Source: an optimization exercise on an open RTL-to-GDS flow (aim: small area). Production flows keep margins and buffers that such runs may drop.
Function was checked by simulation only, so behaviour that the tests miss may differ from the original.

==> inputs of fjord <==
Design branch_predictor, start of the top module:
module branch_predictor(
    input           clk_i,
    input           rsn_i,
    input   [31:0]  pc_i,
    input   [31:0]  target_pc_i,
    input           alu_branch_i,
    input           alu_jumps_i,
    input           alu_prediction_i,
    input           alu_taken_i,
    input           alu_pc_ok_i,
    input   [31:0]  alu_branch_pc_i,
    output  [31:0]  pred_pc_o,
    output          prediction_o,
    output          taken_o,
    output          bp_error_o);
==> module branch_predictor, before the edit <==
module branch_predictor(
    input           clk_i,
    input           rsn_i,
    input   [31:0]  pc_i,
    input   [31:0]  target_pc_i,
    input           alu_branch_i,
    input           alu_jumps_i,
    input           alu_prediction_i,
    input           alu_taken_i,
    input           alu_pc_ok_i,
    input   [31:0]  alu_branch_pc_i,
    output  [31:0]  pred_pc_o,
    output          prediction_o,
    output          taken_o,
    output          bp_error_o);
reg [27:0] bpc [15:0];
reg [31:0] tgt [15:0];
reg [1:0]  cnt [15:0];
reg [15:0] v;
wire error = (!alu_branch_i & alu_prediction_i & alu_taken_i) |
             (alu_prediction_i & alu_taken_i & !alu_pc_ok_i)  |
             (alu_branch_i & alu_jumps_i & !alu_prediction_i) |
             (alu_branch_i & alu_jumps_i & !alu_pc_ok_i);
assign bp_error_o = error;
wire [3:0]  r = pc_i[5:2];
wire [3:0]  w = alu_branch_pc_i[5:2];
wire [27:0] pc_c = {pc_i[31:6], pc_i[1:0]};
wire [27:0] bpc_c = {alu_branch_pc_i[31:6], alu_branch_pc_i[1:0]};
wire [15:0] sel_r = (16'b1 << r) & v;
wire [15:0] sel_w = (16'b1 << w) & v;
reg [27:0] bpc_r, bpc_w;
reg [31:0] tgt_r, tgt_w;
reg [1:0]  cnt_r, cnt_w;
integer i;
always @(*) begin
    bpc_r = 28'b0; tgt_r = 32'b0; cnt_r = 2'b0;
    bpc_w = 28'b0; tgt_w = 32'b0; cnt_w = 2'b0;
    for (i = 0; i < 16; i = i + 1) begin
        bpc_r = bpc_r | ({28{sel_r[i]}} & bpc[i]);
        tgt_r = tgt_r | ({32{sel_r[i]}} & tgt[i]);
        cnt_r = cnt_r | ({2{sel_r[i]}} & cnt[i]);
        bpc_w = bpc_w | ({28{sel_w[i]}} & bpc[i]);
        tgt_w = tgt_w | ({32{sel_w[i]}} & tgt[i]);
        cnt_w = cnt_w | ({2{sel_w[i]}} & cnt[i]);
    end
end
wire vr = |sel_r | (r == 4'd0);
wire vw = |sel_w | (w == 4'd0);
assign prediction_o = rsn_i & vr & (bpc_r == pc_c);
assign taken_o = cnt_r[1];
assign pred_pc_o = tgt_r;
wire hit = vw & (bpc_w == bpc_c) & (tgt_w == target_pc_i);
wire [1:0] cnt_up = (cnt_w == 2'b11) ? 2'b11 : cnt_w + 2'b01;
wire [1:0] cnt_dn = (cnt_w == 2'b00) ? 2'b00 : cnt_w - 2'b01;
wire [1:0] cnt_new = hit ? (alu_jumps_i ? cnt_up : cnt_dn) : 2'b10;
wire [15:0] we = {16{rsn_i & error}} & (16'b1 << w);
always @(posedge clk_i) begin
    if (!rsn_i)
        v <= 16'b0;
    else
        v <= v | we;
end
always @(posedge clk_i) begin
    for (i = 0; i < 16; i = i + 1) begin
        if (we[i]) begin
            bpc[i] <= bpc_c;
            tgt[i] <= target_pc_i;
            cnt[i] <= cnt_new;
        end
    end
end
endmodule
export LEC_CHECK = 0
export CAP_MARGIN = 20
export CORE_MARGIN = 2
export CORE_UTILIZATION = 65
export SLEW_MARGIN = 20
create_clock -name core_clock -period 12.0 [get_ports {clk_i}]
run.sh (not shown) runs the stock make flow with config.mk's settings and CLKGATE_MAP_FILE= SYNTH_SCRIPT=/design/flow/synth_recipe.tcl, a recipe that flattens the netlist after the stock synthesis.
==> pepper (differences from fjord) <==
--- a/flow/design.v
+++ b/flow/design.v
@@ -29,24 +29,27 @@
 wire [15:0] sel_r = (16'b1 << r) & v;
 wire [15:0] sel_w = (16'b1 << w) & v;
-reg [27:0] bpc_r, bpc_w;
-reg [31:0] tgt_r, tgt_w;
-reg [1:0]  cnt_r, cnt_w;
-integer i;
-always @(*) begin
-    bpc_r = 28'b0; tgt_r = 32'b0; cnt_r = 2'b0;
-    bpc_w = 28'b0; tgt_w = 32'b0; cnt_w = 2'b0;
-    for (i = 0; i < 16; i = i + 1) begin
-        bpc_r = bpc_r | ({28{sel_r[i]}} & bpc[i]);
-        tgt_r = tgt_r | ({32{sel_r[i]}} & tgt[i]);
-        cnt_r = cnt_r | ({2{sel_r[i]}} & cnt[i]);
-        bpc_w = bpc_w | ({28{sel_w[i]}} & bpc[i]);
-        tgt_w = tgt_w | ({32{sel_w[i]}} & tgt[i]);
-        cnt_w = cnt_w | ({2{sel_w[i]}} & cnt[i]);
+wire [16*61-1:0] d_r;
+wire [16*62-1:0] d_w;
+genvar g;
+generate
+    for (g = 0; g < 16; g = g + 1) begin : pack
+        assign d_r[61*g +: 61] = {bpc[g], tgt[g], cnt[g][1]};
+        assign d_w[62*g +: 62] = {bpc[g], tgt[g], cnt[g]};
     end
-end
-wire vr = |sel_r | (r == 4'd0);
-wire vw = |sel_w | (w == 4'd0);
+endgenerate
+wire [60:0] q_r;
+wire [61:0] q_w;
+bp_mux16 #(.W(61)) mux_r(.d(d_r), .sel(sel_r), .y(q_r));
+bp_mux16 #(.W(62)) mux_w(.d(d_w), .sel(sel_w), .y(q_w));
+wire [27:0] bpc_r = q_r[60:33];
+wire [31:0] tgt_r = q_r[32:1];
+wire        tkn_r = q_r[0];
+wire [27:0] bpc_w = q_w[61:34];
+wire [31:0] tgt_w = q_w[33:2];
+wire [1:0]  cnt_w = q_w[1:0];
+wire vr = v[r] | (r == 4'd0);
+wire vw = v[w] | (w == 4'd0);
 assign prediction_o = rsn_i & vr & (bpc_r == pc_c);
-assign taken_o = cnt_r[1];
+assign taken_o = tkn_r;
 assign pred_pc_o = tgt_r;
 wire hit = vw & (bpc_w == bpc_c) & (tgt_w == target_pc_i);
@@ -61,4 +64,5 @@
         v <= v | we;
 end
+integer i;
 always @(posedge clk_i) begin
     for (i = 0; i < 16; i = i + 1) begin
@@ -71,2 +75,32 @@
 end
 endmodule
+module bp_mux16 #(parameter W = 1) (
+    input  [16*W-1:0] d,
+    input  [15:0]     sel,
+    output [W-1:0]    y);
+genvar j, k;
+generate
+    for (j = 0; j < W; j = j + 1) begin : b
+        wire [15:0] dj;
+        for (k = 0; k < 16; k = k + 1) begin : col
+            assign dj[k] = d[W*k + j];
+        end
+        bp_mux16_bit u(.d(dj), .s(sel), .y(y[j]));
+    end
+endgenerate
+endmodule
+module bp_mux16_bit (
+    input  [15:0] d,
+    input  [15:0] s,
+    output        y);
+wire [4:0] x;
+bp_aoi222 a0(.a1(s[0]),  .a2(d[0]),  .b1(s[1]),  .b2(d[1]),  .c1(s[2]),  .c2(d[2]),  .y(x[0]));
+bp_aoi222 a1(.a1(s[3]),  .a2(d[3]),  .b1(s[4]),  .b2(d[4]),  .c1(s[5]),  .c2(d[5]),  .y(x[1]));
+bp_aoi222 a2(.a1(s[6]),  .a2(d[6]),  .b1(s[7]),  .b2(d[7]),  .c1(s[8]),  .c2(d[8]),  .y(x[2]));
+bp_aoi222 a3(.a1(s[9]),  .a2(d[9]),  .b1(s[10]), .b2(d[10]), .c1(s[11]), .c2(d[11]), .y(x[3]));
+bp_aoi222 a4(.a1(s[12]), .a2(d[12]), .b1(s[13]), .b2(d[13]), .c1(s[14]), .c2(d[14]), .y(x[4]));
+assign y = ~(&x) | (s[15] & d[15]);
+endmodule
+module bp_aoi222 (input a1, a2, b1, b2, c1, c2, output y);
+assign y = ~((a1 & a2) | (b1 & b2) | (c1 & c2));
+endmodule
==> flow/flow/run.sh (new file) <==
#!/bin/bash
# Layout flow: the standard ORFS flow (standard.sh), with two changes
# that only affect how buffers are chosen:
#  - port buffers use the smallest buffer cell (buf_1) instead of the
#    default pick; repair_design still sizes the nets behind them;
#  - clock tree synthesis builds the tree from clkbuf_4 cells in small
#    sink clusters (so flip-flop clock slew stays low) and inserts no
#    dummy loads.
# The whole output of the ORFS run goes to standard.log in the work folder;
# ORFS keeps each step's own log under orfs/logs/.
set -euo pipefail
export BUFFER_PORTS_ARGS="-buffer_cell sky130_fd_sc_hd__buf_1"
export CTS_ARGS="-sink_clustering_enable -repair_clock_nets -dont_use_dummy_load -buf_list sky130_fd_sc_hd__clkbuf_4 -sink_clustering_size 10 -sink_clustering_max_diameter 40"
bash standard.sh > standard.log 2>&1
==> flow/standard.sh (new file) <==
#!/bin/bash
# synth_recipe.tcl (not shown) runs the flow's synth.tcl, then flattens the netlist and writes it again
# the make line also repeats each setting of config.mk as NAME=value (left out here)
make -C /OpenROAD-flow-scripts/flow DESIGN_CONFIG=/design/flow/config.mk WORK_HOME=/design/flow/orfs CLKGATE_MAP_FILE= SYNTH_SCRIPT=/design/flow/synth_recipe.tcl "${@:-finish}"
--- a/flow/config.mk
+++ b/flow/config.mk
@@ -10,2 +10,3 @@
 export CORE_UTILIZATION = 65
 export SLEW_MARGIN = 20
+export SYNTH_HIERARCHICAL = 1
removed: flow/run.sh
==> garnet (differences from fjord) <==
--- a/flow/design.v
+++ b/flow/design.v
@@ -29,24 +29,27 @@
 wire [15:0] sel_r = (16'b1 << r) & v;
 wire [15:0] sel_w = (16'b1 << w) & v;
-reg [27:0] bpc_r, bpc_w;
-reg [31:0] tgt_r, tgt_w;
-reg [1:0]  cnt_r, cnt_w;
-integer i;
-always @(*) begin
-    bpc_r = 28'b0; tgt_r = 32'b0; cnt_r = 2'b0;
-    bpc_w = 28'b0; tgt_w = 32'b0; cnt_w = 2'b0;
-    for (i = 0; i < 16; i = i + 1) begin
-        bpc_r = bpc_r | ({28{sel_r[i]}} & bpc[i]);
-        tgt_r = tgt_r | ({32{sel_r[i]}} & tgt[i]);
-        cnt_r = cnt_r | ({2{sel_r[i]}} & cnt[i]);
-        bpc_w = bpc_w | ({28{sel_w[i]}} & bpc[i]);
-        tgt_w = tgt_w | ({32{sel_w[i]}} & tgt[i]);
-        cnt_w = cnt_w | ({2{sel_w[i]}} & cnt[i]);
+wire [16*61-1:0] d_r;
+wire [16*62-1:0] d_w;
+genvar g;
+generate
+    for (g = 0; g < 16; g = g + 1) begin : pack
+        assign d_r[61*g +: 61] = {bpc[g], tgt[g], cnt[g][1]};
+        assign d_w[62*g +: 62] = {bpc[g], tgt[g], cnt[g]};
     end
-end
-wire vr = |sel_r | (r == 4'd0);
-wire vw = |sel_w | (w == 4'd0);
+endgenerate
+wire [60:0] q_r;
+wire [61:0] q_w;
+bp_mux16 #(.W(61)) mux_r(.d(d_r), .sel(sel_r), .y(q_r));
+bp_mux16 #(.W(62)) mux_w(.d(d_w), .sel(sel_w), .y(q_w));
+wire [27:0] bpc_r = q_r[60:33];
+wire [31:0] tgt_r = q_r[32:1];
+wire        tkn_r = q_r[0];
+wire [27:0] bpc_w = q_w[61:34];
+wire [31:0] tgt_w = q_w[33:2];
+wire [1:0]  cnt_w = q_w[1:0];
+wire vr = v[r] | (r == 4'd0);
+wire vw = v[w] | (w == 4'd0);
 assign prediction_o = rsn_i & vr & (bpc_r == pc_c);
-assign taken_o = cnt_r[1];
+assign taken_o = tkn_r;
 assign pred_pc_o = tgt_r;
 wire hit = vw & (bpc_w == bpc_c) & (tgt_w == target_pc_i);
@@ -61,4 +64,5 @@
         v <= v | we;
 end
+integer i;
 always @(posedge clk_i) begin
     for (i = 0; i < 16; i = i + 1) begin
@@ -71,2 +75,32 @@
 end
 endmodule
+module bp_mux16 #(parameter W = 1) (
+    input  [16*W-1:0] d,
+    input  [15:0]     sel,
+    output [W-1:0]    y);
+genvar j, k;
+generate
+    for (j = 0; j < W; j = j + 1) begin : b
+        wire [15:0] dj;
+        for (k = 0; k < 16; k = k + 1) begin : col
+            assign dj[k] = d[W*k + j];
+        end
+        bp_mux16_bit u(.d(dj), .s(sel), .y(y[j]));
+    end
+endgenerate
+endmodule
+module bp_mux16_bit (
+    input  [15:0] d,
+    input  [15:0] s,
+    output        y);
+wire [4:0] x;
+bp_aoi222 a0(.a1(s[0]),  .a2(d[0]),  .b1(s[1]),  .b2(d[1]),  .c1(s[2]),  .c2(d[2]),  .y(x[0]));
+bp_aoi222 a1(.a1(s[3]),  .a2(d[3]),  .b1(s[4]),  .b2(d[4]),  .c1(s[5]),  .c2(d[5]),  .y(x[1]));
+bp_aoi222 a2(.a1(s[6]),  .a2(d[6]),  .b1(s[7]),  .b2(d[7]),  .c1(s[8]),  .c2(d[8]),  .y(x[2]));
+bp_aoi222 a3(.a1(s[9]),  .a2(d[9]),  .b1(s[10]), .b2(d[10]), .c1(s[11]), .c2(d[11]), .y(x[3]));
+bp_aoi222 a4(.a1(s[12]), .a2(d[12]), .b1(s[13]), .b2(d[13]), .c1(s[14]), .c2(d[14]), .y(x[4]));
+assign y = ~(&x) | (s[15] & d[15]);
+endmodule
+module bp_aoi222 (input a1, a2, b1, b2, c1, c2, output y);
+assign y = ~((a1 & a2) | (b1 & b2) | (c1 & c2));
+endmodule
==> flow/flow/run.sh (new file) <==
#!/bin/bash
# Layout flow: the standard ORFS flow (standard.sh), with changes that
# only affect how cells are sized and how buffers are chosen:
#  - port buffers use the smallest buffer cell (buf_1) instead of the
#    default pick; repair_design still sizes the nets behind them;
#  - clock tree synthesis builds the tree from clkbuf_4 cells in small
#    sink clusters (so flip-flop clock slew stays low) and inserts no
#    dummy loads;
#  - after global routing, ORFS's power recovery downsizes cells on paths
#    with positive slack (RECOVER_POWER).
# The whole output of the ORFS run goes to standard.log in the work folder;
# ORFS keeps each step's own log under orfs/logs/.
set -euo pipefail
export BUFFER_PORTS_ARGS="-buffer_cell sky130_fd_sc_hd__buf_1"
export CTS_ARGS="-sink_clustering_enable -repair_clock_nets -dont_use_dummy_load -buf_list sky130_fd_sc_hd__clkbuf_4 -sink_clustering_size 10 -sink_clustering_max_diameter 40"
export RECOVER_POWER=100
bash standard.sh > standard.log 2>&1
==> flow/standard.sh (new file) <==
#!/bin/bash
# synth_recipe.tcl (not shown) runs the flow's synth.tcl, then flattens the netlist and writes it again
# the make line also repeats each setting of config.mk as NAME=value (left out here)
make -C /OpenROAD-flow-scripts/flow DESIGN_CONFIG=/design/flow/config.mk WORK_HOME=/design/flow/orfs CLKGATE_MAP_FILE= SYNTH_SCRIPT=/design/flow/synth_recipe.tcl "${@:-finish}"
--- a/flow/config.mk
+++ b/flow/config.mk
@@ -10,2 +10,3 @@
 export CORE_UTILIZATION = 65
 export SLEW_MARGIN = 20
+export SYNTH_HIERARCHICAL = 1
removed: flow/run.sh
==> summary of the runs <==
Synthesized cell count is the same in garnet and pepper. pepper ran to the end with no violations. fjord finished with timing, DRC and antenna clean. garnet finished but failed the layout checks on max-capacitance violations, max-slew violations. In critical path depth, garnet and pepper do not differ. In pepper the hold slack is lower than in garnet, by 0.65 ps. Die area is the same in pepper and garnet.

[afterwards: timing with drivers on the ports]
The results above use ideal ports. As a check the final layouts listed here were re-extracted and re-timed, cells and wires unchanged. Step 1 (the two cells are an assumption about what drives the block):
set clk [get_ports {clk_i}]
set_driving_cell -lib_cell sky130_fd_sc_hd__clkbuf_16 $clk
set_driving_cell -lib_cell sky130_fd_sc_hd__buf_2 [delete_from_list [all_inputs] $clk]
Step 2 times the ports against the registers' clock, not the clock port: input delays grow and output delays shrink by t, the midpoint of the rising clock arrivals with the driver on. Slacks: ideal ports / drivers / drivers and shift; pairs: ideal ports / drivers.
run	shift t [ns]	setup WS [ns]	worst data-port slew with drivers (ns)	cell pins on the clock port's net
fjord	0.772	1.697 / 1.661 / 1.661	0.27	1
pepper	1.108	2.480 / 2.451 / 2.451	0.13	1
garnet	1.078	1.124 / 1.096 / 1.096	0.12	1
The setup slack of fjord, which loses most, moves by -0.036 ns with the drivers and by -0.036 ns with both steps.
